This design comes from an exercise in tuning for small area, a short achievable clock period and few clock cycles on the open sky130 flow, not from production work. Function was checked by simulation only, so behaviour that the tests miss may differ from the original.

==> flow/design.v, too long to show whole: its modules and the start of the top module <==
// module conv1_top: 1442 lines
// module csa_fa: 4 lines
// module pp_aoi222: 3 lines
// module csa_xnor2: 3 lines
// module csa_xor2: 3 lines
// module csa_nand2: 3 lines
// module csa_or2: 3 lines
// module csa_ha: 4 lines
module conv1_top #(
    parameter CONV_INPUT_SIZE = 23,
    parameter CONV_OUTPUT_SIZE = 22,
    parameter CONV_OUTPUT_FILTER = 20
)(
    input                     clk,
    input                     rst,
    input                     start,
    output reg         [4: 0] input_addra,
    input  wire signed [15:0] idata,
    output reg  signed [15:0] odata,
    output reg         [4: 0] output_filter,
    output reg         [4: 0] output_addra,
    output reg                done
);
  // ...
==> flow/flow/run.sh <==
#!/bin/bash
# Standard ORFS layout (the standard.sh), with extra ORFS settings from
# flow/make_args.txt (one NAME=value per line): repair_timing is asked for
# extra setup margin so that it sizes the critical paths for a shorter period
# than the clock's, and the port buffers are plain buffers.
set -uo pipefail
HERE="$(cd "$(dirname "$0")" && pwd)"
ARGS=()
while IFS= read -r line; do
    [[ -n "$line" && "$line" != \#* ]] && ARGS+=("$line")
done < "$HERE/make_args.txt"
bash standard.sh synth > synth.log 2>&1 || exit 1
bash standard.sh "${ARGS[@]}" finish > layout.log 2>&1 || exit 1
==> flow/flow/make_args.txt <==
SETUP_SLACK_MARGIN=23.1
BUFFER_PORTS_ARGS=-buffer_cell sky130_fd_sc_hd__buf_2
==> flow/standard.sh <==
#!/bin/bash
# synth_recipe.tcl (not shown) runs the flow's synth.tcl, then flattens the netlist and writes it again
# the make line also repeats each setting of config.mk as NAME=value (left out here)
make -C /OpenROAD-flow-scripts/flow DESIGN_CONFIG=/design/flow/config.mk WORK_HOME=/design/flow/orfs CLKGATE_MAP_FILE= SYNTH_SCRIPT=/design/flow/synth_recipe.tcl "${@:-finish}"
==> flow/config.mk <==
export PLATFORM = sky130hd
export DESIGN_NAME = conv1_top
export DESIGN_NICKNAME = conv1_top
export VERILOG_FILES = /design/flow/design.v
export SDC_FILE = /design/flow/constraint.sdc
export NUM_CORES = 8
export LEC_CHECK = 0
export CAP_MARGIN = 20
export CELL_PAD_IN_SITES_DETAIL_PLACEMENT = 1
export CORE_MARGIN = 2
export CORE_UTILIZATION = 30
export GPL_ROUTABILITY_DRIVEN = 0
export SLEW_MARGIN = 20
export SYNTH_HIERARCHICAL = 1
==> flow/constraint.sdc <==
create_clock -name core_clock -period 30.0 [get_ports {clk}]
set_input_delay 6.0000 -clock core_clock [delete_from_list [all_inputs] [get_ports {clk}]]
set_output_delay 6.0000 -clock core_clock [all_outputs]
set_load 0.01 [all_outputs]
==> metrics.yaml, run 1 <==
status: "timing/DRC/antenna clean"
grt.busiest_layer: "met2"
critical_path_class: "reg2out"
critPathLaunch: "output_filter[2]"
synth-main-ff-cell: "dfxtp_1"
grt_pass1_vias: 12800
clockRootBuffer: "clkbuf_16"
vias_per_cell: 5.91
ys_async_sr_fraction_pct: 0
synth_seq_area_share_pct: 14.4
nNetsFinal: 1701
setup_viol: 0
portBuffers: 50
pre_cts_ws_ns: 22.49
cts_hold_buf: 0
max_freq_mhz: 146
drt_iter0_drc: 2349
cp_slowest_cell: "dfxtp_4"
dpl.hpwl_um: 35200
insertedDiodeCount: 0
seq_share_pct: 13.1
die_w_um: 214
clk_share_pct: 1.94
hp-start: "done"
r2r-start: "fidx[4]"
gr-total-overflow: 0
muxShareOfSynthArea_pct: 0.681
layout_commonest_cell: "fa_1"
cp_slowest_stage_delay_ns: 0.35
inverters_excl_clock: 92
Testbench counts, summed over its fixed seeds: cycles 21,504.
==> inputs of run 2 (changes only) <==
--- a/flow/config.mk
+++ b/flow/config.mk
@@ -10,5 +10,5 @@
 export CORE_MARGIN = 2
 export CORE_UTILIZATION = 30
-export GPL_ROUTABILITY_DRIVEN = 0
+export CTS_BUF_LIST = sky130_fd_sc_hd__clkbuf_8 sky130_fd_sc_hd__clkbuf_16
 export SLEW_MARGIN = 20
 export SYNTH_HIERARCHICAL = 1
==> run 2 against run 1 <==
  * Worst hold slack improved by 0.013 ns
  * Global-route usage decreased by 0.23 points
  * Setup slack is essentially flat
  * Critical path depth is the same
  * Critical path type unchanged
==> metrics.yaml, run 2 <==
clkTransAtPathRegs_ns: 0.07  # about the same
largest_register_ffs: 24  # unchanged
setup_viol: 0  # unchanged
numCtsBuffers: 9  # unchanged
reg2reg_slack_ns: 23.43  # was 23.39 ns
met3_usage_pct: 3.56  # was 3.91%
grt_pass1_vias: 12600  # was 12,800
synth_seq_area_share_pct: 14.4  # unchanged
start_util_pct: 30.6  # unchanged
synth-main-ff-cell: "dfxtp_1"  # unchanged
gp_congestion: 0.946
drcViolationCount: 0  # unchanged
drtPass1Iterations: 15  # unchanged
grt_util_met2_pct: 32.2  # was 32.7%
timing.final.crit_share_pct: 22.9  # about the same
drv_slew: 0  # unchanged
worstPathRequired_ns: 24.00  # about the same
vias: 11800  # was 11,700
fill_cells: 4994  # was 4,946
avgSynthCellArea_um2: 9.94  # unchanged
clkLatencyLatePin_ns: 0.38  # about the same
period_needed_ns: 6.87  # about the same
grt_use_total_pct: 19.7  # was 19.9%
crit_fanout: 4  # was 2
post-synth-top-count-cell: "fa_1"  # unchanged
status: "timing/DRC/antenna clean"  # unchanged
grt.busiest_layer: "met2"  # unchanged
multiInputGateArea_um2: 10900  # about the same
netlist_area_um2: 13200  # unchanged
clock_sinks: 95  # unchanged
final_cells: 1982  # was 1,986
cts_tree: "done"  # unchanged
startpoint_type: "flop"  # unchanged
placed_cells: 1951  # unchanged
final-seq-area_um2: 1940  # about the same
synth_simple_gate_area_share_pct: 11.8  # unchanged
regMostFlops: "srn"  # unchanged
layout_commonest_cell: "fa_1"  # unchanged
synth_fa_ha_area_share_pct: 41.2  # unchanged
maxCapViolations: 0  # unchanged
critPathTopFamily: "flip-flops"  # unchanged
num_rows: 76  # unchanged
rsz0062_at_grt: "true"  # unchanged
path_cells: "buf_2"  # unchanged
reg2reg_to: "spos"  # unchanged
synth_compound_area_share_pct: 21.1  # unchanged
drt_iter0_drc: 2313  # was 2,349
min_path_cells: 2  # unchanged
clockBufferDepth: 2  # unchanged
portBuffers: 50  # unchanged
wl_um: 45500  # was 45,400 µm
cp_num_cells: 1  # unchanged
whs_ns: 0.500  # was 0.487 ns
relSlewSlack_pct: 43.0  # was 37.4%
synth-edff-count: 0  # unchanged
layout_common_cells: "fa_1 (251), a222oi_1 (135), nand2_1 (124)"  # was fa_1 (251), a222oi_1 (135), nand2_1 (125)
gr-total-overflow: 0  # unchanged
yosysWarnings: 7  # unchanged
yosys.area.top_type: "fa_1"  # unchanged
dieHeight_um: 214  # unchanged
r2r-start: "fidx[4]"  # unchanged
muxShareOfSynthArea_pct: 0.681  # unchanged
area_growth_syn_to_layout_pct: 12.0  # was 12.3%
coreArea_um2: 43300  # unchanged
synth_xor_area_share_pct: 7.15  # unchanged
synth_top_family_by_area: "adder cells"  # unchanged
arrival_ns: 0.87  # about the same
ys_ff_latch: 95  # unchanged
cp_slowest_stage_delay_ns: 0.36  # was 0.35 ns
htreeDepth: 3  # unchanged
synth.area.top_cells: "fa_1 (38%), dfxtp_1 (14%), a222oi_1 (10%), xor2_1 (4.4%), nand2_1 (3.6%)"  # unchanged
skew_ns: 0.0135  # was 0.0141 ns
reg2regPathDepth: 21  # was 19
ios: 51  # unchanged
synth_top_area_share_pct: 38.0  # unchanged
crit_path_end_kind: "output port"  # unchanged
clockRootBuffer: "clkbuf_16"  # unchanged
final_layout_size_suffix_gt1_share_pct: 11.4  # was 11.7%
antenna_found_initial: 0  # unchanged
nNetsFinal: 1696  # was 1,701
max_freq_mhz: 146  # about the same
syn-num-nets: 1635  # unchanged
synth_cells: 1331  # unchanged
cp_slowest_cell: "dfxtp_2"  # was dfxtp_4
die_area_um2: 45800  # unchanged
die_w_um: 214  # unchanged
critPathLaunch: "output_filter[3]"  # was output_filter[2]
critical_path_class: "reg2out"  # unchanged
tns_ns: 0  # unchanged
wl_per_cell_um: 23.0  # was 22.8 µm
synth.top_cells.by_count: "fa_1 (251), a222oi_1 (135), nand2_1 (128)"  # unchanged
use_met1_pct: 24.5  # was 24.2%
cts_hold_buf: 0  # unchanged
max_slew.worst_pin.slew_ns: 0.849  # was 0.939 ns
finalHoldViolations: 0  # unchanged
grt_max_degree: 49  # unchanged
vias_per_cell: 5.95  # was 5.91
hp-class: "reg2reg"  # unchanged
path_buf_inv: 1  # unchanged
ys_async_sr_fraction_pct: 0  # unchanged
grt_pass1_wl_um: 71200  # was 71,900 µm
worstSetupEndpoint: "output_filter[3]"  # was output_filter[2]
dpl.hpwl_um: 35100  # was 35,200 µm
insertedDiodeCount: 0  # unchanged
postRouteAntennaNets: 0  # unchanged
synth_cell_types: 64  # unchanged
==> run 2: cell counts after synthesis <==
Identical to the previous run, type by type.
==> run 2: worst min-delay path by stage <==
stage | slack (ns) | startpoint | endpoint
global route | 0.52 | output_filter[4] | output_filter[4]
finish | 0.50 | done | done
CTS | 0.50 | output_filter[4] | output_filter[4]
detailed placement | 0.48 | done | done
global placement | 0.46 | done | done
floorplan | 0.38 | xn[0] | xo[0]
==> run 2: final cells by class <==
class	count	share of cell area [%]
Multi-Input combinational cell	1105	73.7
Sequential cell	95	13.1
Tap cell	585	4.94
Timing Repair Buffer	89	3.76
Inverter	91	2.40
Clock buffer	9	1.52
Clock inverter	7	0.532
Timing Repair inverter	1	0.0338
==> run 2: modules after synthesis (local to each module, per instance) <==
module / cell area (µm²) / copies in the design / cells inside
csa_nand2: 3.75 / 53 / 1
csa_or2: 6.26 / 17 / 1
csa_ha: 12.5 / 17 / 1
csa_xnor2: 8.76 / 17 / 1
csa_fa: 20.0 / 249 / 1
csa_xor2: 8.76 / 55 / 1
pp_aoi222: 10.0 / 135 / 1
conv1_top: 5750 / 1 / 788
==> run 2: cell families (layout without fill, tap and decap cells) <==
kind of cell	Yosys count	count (layout)
simple gates	337	337
xor+xnor	108	108
mux	9	9
buf+inv	131	197
compound gates	366	366
fa+ha+maj	285	285
flops	95	95
==> run 2: timing repair <==
item | 4_1_cts | 5_1_grt
setup endpoints to repair | 28 | 18
pin swaps | 0 | 7
gates cloned | 0 | 1
gates resized for setup | 26 | 28
buffers inserted | 7 | 7
==> run 2: per-stage QoR <==
step / util (%) / worst slack, ns / area, µm²
4_1_cts: 33.9 / 23.04 / 14700
3_3_place_gp: 33.0 / 22.83 / 14300
2_1_floorplan: - / 23.45 / 13200
6_report: 34.3 / 23.13 / 14800
5_1_grt: 34.3 / 23.07 / 14800
3_5_place_dp: 33.0 / 22.59 / 14300
==> run 2: routing by layer <==
metal / share of wire (%) / routed length [µm]
met5: 0 / 0
met1: 39 / 17600
met4: 5.6 / 2560
met3: 8.4 / 3820
met2: 47 / 21500
==> inputs of run 3 (changes only) <==
==> flow/run.sh (new file) <==
#!/bin/bash
# synth_recipe.tcl (not shown) runs the flow's synth.tcl, then flattens the netlist and writes it again
# the make line also repeats each setting of config.mk as NAME=value (left out here)
make -C /OpenROAD-flow-scripts/flow DESIGN_CONFIG=/design/flow/config.mk WORK_HOME=/design/flow/orfs CLKGATE_MAP_FILE= SYNTH_SCRIPT=/design/flow/synth_recipe.tcl finish
--- a/flow/config.mk
+++ b/flow/config.mk
@@ -10,5 +10,5 @@
 export CORE_MARGIN = 2
 export CORE_UTILIZATION = 30
-export CTS_BUF_LIST = sky130_fd_sc_hd__clkbuf_8 sky130_fd_sc_hd__clkbuf_16
+export SETUP_SLACK_MARGIN = 5
 export SLEW_MARGIN = 20
 export SYNTH_HIERARCHICAL = 1
removed: flow/flow/run.sh
removed: flow/flow/make_args.txt
removed: flow/standard.sh
==> run 3 against run 2 <==
  * Wire length decreased by 2.2%
  * First-iteration DRC count decreased by 9.5%
  * Largest cell class unchanged
  * Critical path type is now reg2reg
  * Critical path depth increased by 18
  * Non-clock buffer count decreased by 14
  * Cell area increased by 0.10%
  * Count of clock-buffer cells in the layout unchanged
  * Setup slack got worse by 0.84 ns
  * Clock skew decreased by 0.0014 ns
  * Sequential share of layout area decreased by 0.29 points
==> metrics.yaml, run 3 <==
status: "timing/DRC/antenna clean"  # unchanged
wl_um: 44500  # was 45,500 µm
setup_viol: 0  # unchanged
hp-class: "reg2reg"  # unchanged
clockRootBuffer: "clkbuf_16"  # unchanged
period_needed_ns: 7.71  # was 6.87 ns
critical_path_class: "reg2reg"  # was reg2out
final_area_um2: 14800  # about the same
finalHoldViolations: 0  # unchanged
tns_ns: 0  # unchanged
rsz0062_at_grt: "false"  # was true
synth_cells: 1331  # unchanged
final_cells: 1967  # was 1,982
synth-edff-count: 0  # unchanged
postRouteAntennaNets: 0  # unchanged
grt_max_degree: 49  # unchanged
syn-num-nets: 1635  # unchanged
nNetsFinal: 1681  # was 1,696
ys_ff_latch: 95  # unchanged
synth_cell_types: 64  # unchanged
ys_async_sr_fraction_pct: 0  # unchanged
drcViolationCount: 0  # unchanged
layout_common_cells: "fa_1 (251), a222oi_1 (135), nand2_1 (128)"  # was fa_1 (251), a222oi_1 (135), nand2_1 (124)
insertedDiodeCount: 0  # unchanged
gp_congestion: 0.919  # was 0.946
numCtsBuffers: 9  # unchanged
post_cts_buffers: 0  # was 7
num_rows: 76  # unchanged
grt_pass1_wl_um: 70200  # was 71,200 µm
clkTransAtPathRegs_ns: 0.08  # was 0.07 ns
cts_hold_buf: 0  # unchanged
max_freq_mhz: 130  # was 146 MHz
vias: 11600  # was 11,800
antenna_found_initial: 0  # unchanged
crit_path_end_kind: "flop"  # was output port
coreArea_um2: 43300  # unchanged
drv_slew: 0  # unchanged
synth.top_cells.by_count: "fa_1 (251), a222oi_1 (135), nand2_1 (128)"  # unchanged
portBuffers: 50  # unchanged
dpl.hpwl_um: 34700  # was 35,100 µm
htreeDepth: 3  # unchanged
start_util_pct: 30.6  # unchanged
synth_top_area_share_pct: 38.0  # unchanged
die_w_um: 214  # unchanged
wl_per_cell_um: 22.6  # was 23.0 µm
dieHeight_um: 214  # unchanged
maxCapViolations: 0  # unchanged
synth.area.top_cells: "fa_1 (38%), dfxtp_1 (14%), a222oi_1 (10%), xor2_1 (4.4%), nand2_1 (3.6%)"  # unchanged
fill_cells: 4914  # was 4,994
clock_sinks: 95  # unchanged
die_area_um2: 45800  # unchanged
cts_tree: "done"  # unchanged
area_growth_syn_to_layout_pct: 12.1  # was 12.0%
synth_seq_area_share_pct: 14.4  # unchanged
crit_fanout: 35  # was 4
startpoint_type: "flop"  # unchanged
largest_register_ffs: 24  # unchanged
avgSynthCellArea_um2: 9.94  # unchanged
ios: 51  # unchanged
clkLatencyLatePin_ns: 0.39  # was 0.38 ns
synth-main-ff-cell: "dfxtp_1"  # unchanged
postPlaceCellArea_um2: 14500  # was 14,300 µm²
worstPathRequired_ns: 30.27  # was 24.00 ns
gr-total-overflow: 0  # unchanged
whs_ns: 0.502  # was 0.500 ns
timing.final.crit_share_pct: 25.7  # was 22.9%
yosysWarnings: 7  # unchanged
netlist_area_um2: 13200  # unchanged
grt_pass1_vias: 12500  # was 12,600
drtPass1Iterations: 13  # was 15
vias_per_cell: 5.90  # was 5.95
drt_iter0_drc: 2093  # was 2,313
placed_cells: 1950  # was 1,951
final_layout_size_suffix_gt1_share_pct: 4.34  # was 11.4%
skew_ns: 0.0121  # was 0.0135 ns
post_cts_resized: 0  # was 26
relSlewSlack_pct: 31.4  # was 43.0%
post-synth-top-count-cell: "fa_1"  # unchanged
regMostFlops: "srn"  # unchanged
layout_commonest_cell: "fa_1"  # unchanged
grt_use_total_pct: 19.5  # was 19.7%
yosys.area.top_type: "fa_1"  # unchanged
arrival_ns: 7.99  # was 0.87 ns
utilization_pct: 34.3  # about the same
clockBufferDepth: 2  # unchanged
max_slew.worst_pin.slew_ns: 1.02  # was 0.849 ns
run 3: layer usage:
layer	vias to the layer above	GRT usage, %	wire [µm]
li1	4961	-	-
met1	5877	24.2	17000
met2	628	32.6	21300
met3	134	3.42	3840
met4	0	10.0	2340
met5	-	0	0
run 3: area by class of cell:
class,count,area [µm²],area share (%)
Tap cell,585,732,4.93
Clock inverter,7,85.1,0.574
Clock buffer,9,225,1.52
Sequential cell,95,1900,12.8
Timing Repair Buffer,75,696,4.69
Inverter,91,342,2.30
Multi-Input combinational cell,1105,10900,73.2
run 3: worst paths after layout:
kind / startpoint / slack, ns / endpoint / depth (start not counted)
hold / removal: done / 0.50 / done / 2
setup / recovery: fidx[4] / 22.29 / spos / 19
setup reg to reg: fidx[4] / 22.29 / spos / 19
hold reg to reg: done / 0.50 / done / 2
run 3: stage by stage:
stage | worst slack (ns)
floorplan | 23.45
global placement | 22.65
detailed placement | 22.38
CTS | 22.32
global route | 21.71
finish | 22.29
run 3: cell families after synthesis:
logic type | after synthesis | share of synthesized area (%)
AOI/OAI and AO/OA | 366 | 21.1
and+or+nand+nor | 337 | 11.8
adders and majority gates | 285 | 41.2
buffers and inverters | 131 | 3.73
xor gates and xnor gates | 108 | 7.15
DFF | 95 | 14.4
muxes | 9 | 0.681
run 3: worst max-delay path, cell delays in order, from the launching register on:
cell	delay, ns
dfxtp_1	0.32
buf_4	0.32
inv_1	0.40
nand3_1	0.67
nand3_1	0.81
a222oi_1	0.69
fa_1	0.50
fa_1	0.39
fa_1	0.52
fa_1	0.43
fa_1	0.53
xor2_1	0.34
and2_1	0.21
nand3_1	0.12
nor4_1	0.22
nand2_1	0.15
a41o_1	0.30
a211oi_1	0.32
a31oi_1	0.16
xnor2_1	0.15
run 3: per-module statistics from Yosys, one instance, submodules excluded:
module     flops+latches  cell area (µm²)  cells inside  times used
csa_nand2              0             3.75             1          53
csa_fa                 0             20.0             1         249
csa_xor2               0             8.76             1          55
conv1_top             95             5750           788           1
csa_xnor2              0             8.76             1          17
csa_ha                 0             12.5             1          17
csa_or2                0             6.26             1          17
pp_aoi222              0             10.0             1         135

[separate check: timing with driven ports]
The results above use ideal ports. As a check the final layouts listed here were re-extracted and re-timed, cells and wires unchanged. Step 1 sets driving cells, clkbuf_16 on the clock port and buf_2 on the other inputs (assumed; they add their load-dependent delay and slew). Step 2 times the ports against the registers' clock, not the clock port: input delays grow and output delays shrink by t, the midpoint of the rising clock arrivals with the driver on. a / b / c = ideal ports / drivers / drivers and shift; a / b = the first two.
run	t, ns	slack for setup (ns)	worst setup path after step 2	worst slew at a driven data input, ns	cell pins on the clock port's net
run 1	0.426	23.132 / 23.082 / 22.955	input to register	0.05	1
run 2	0.421	23.132 / 23.084 / 22.907	input to register	0.04	1
run 3	0.423	22.287 / 22.287 / 22.287	register to register	0.04	1
After both steps setup and hold are still met in every run listed. The setup slack of run 2, which loses most, moves by -0.048 ns with the drivers and by -0.225 ns with both steps.
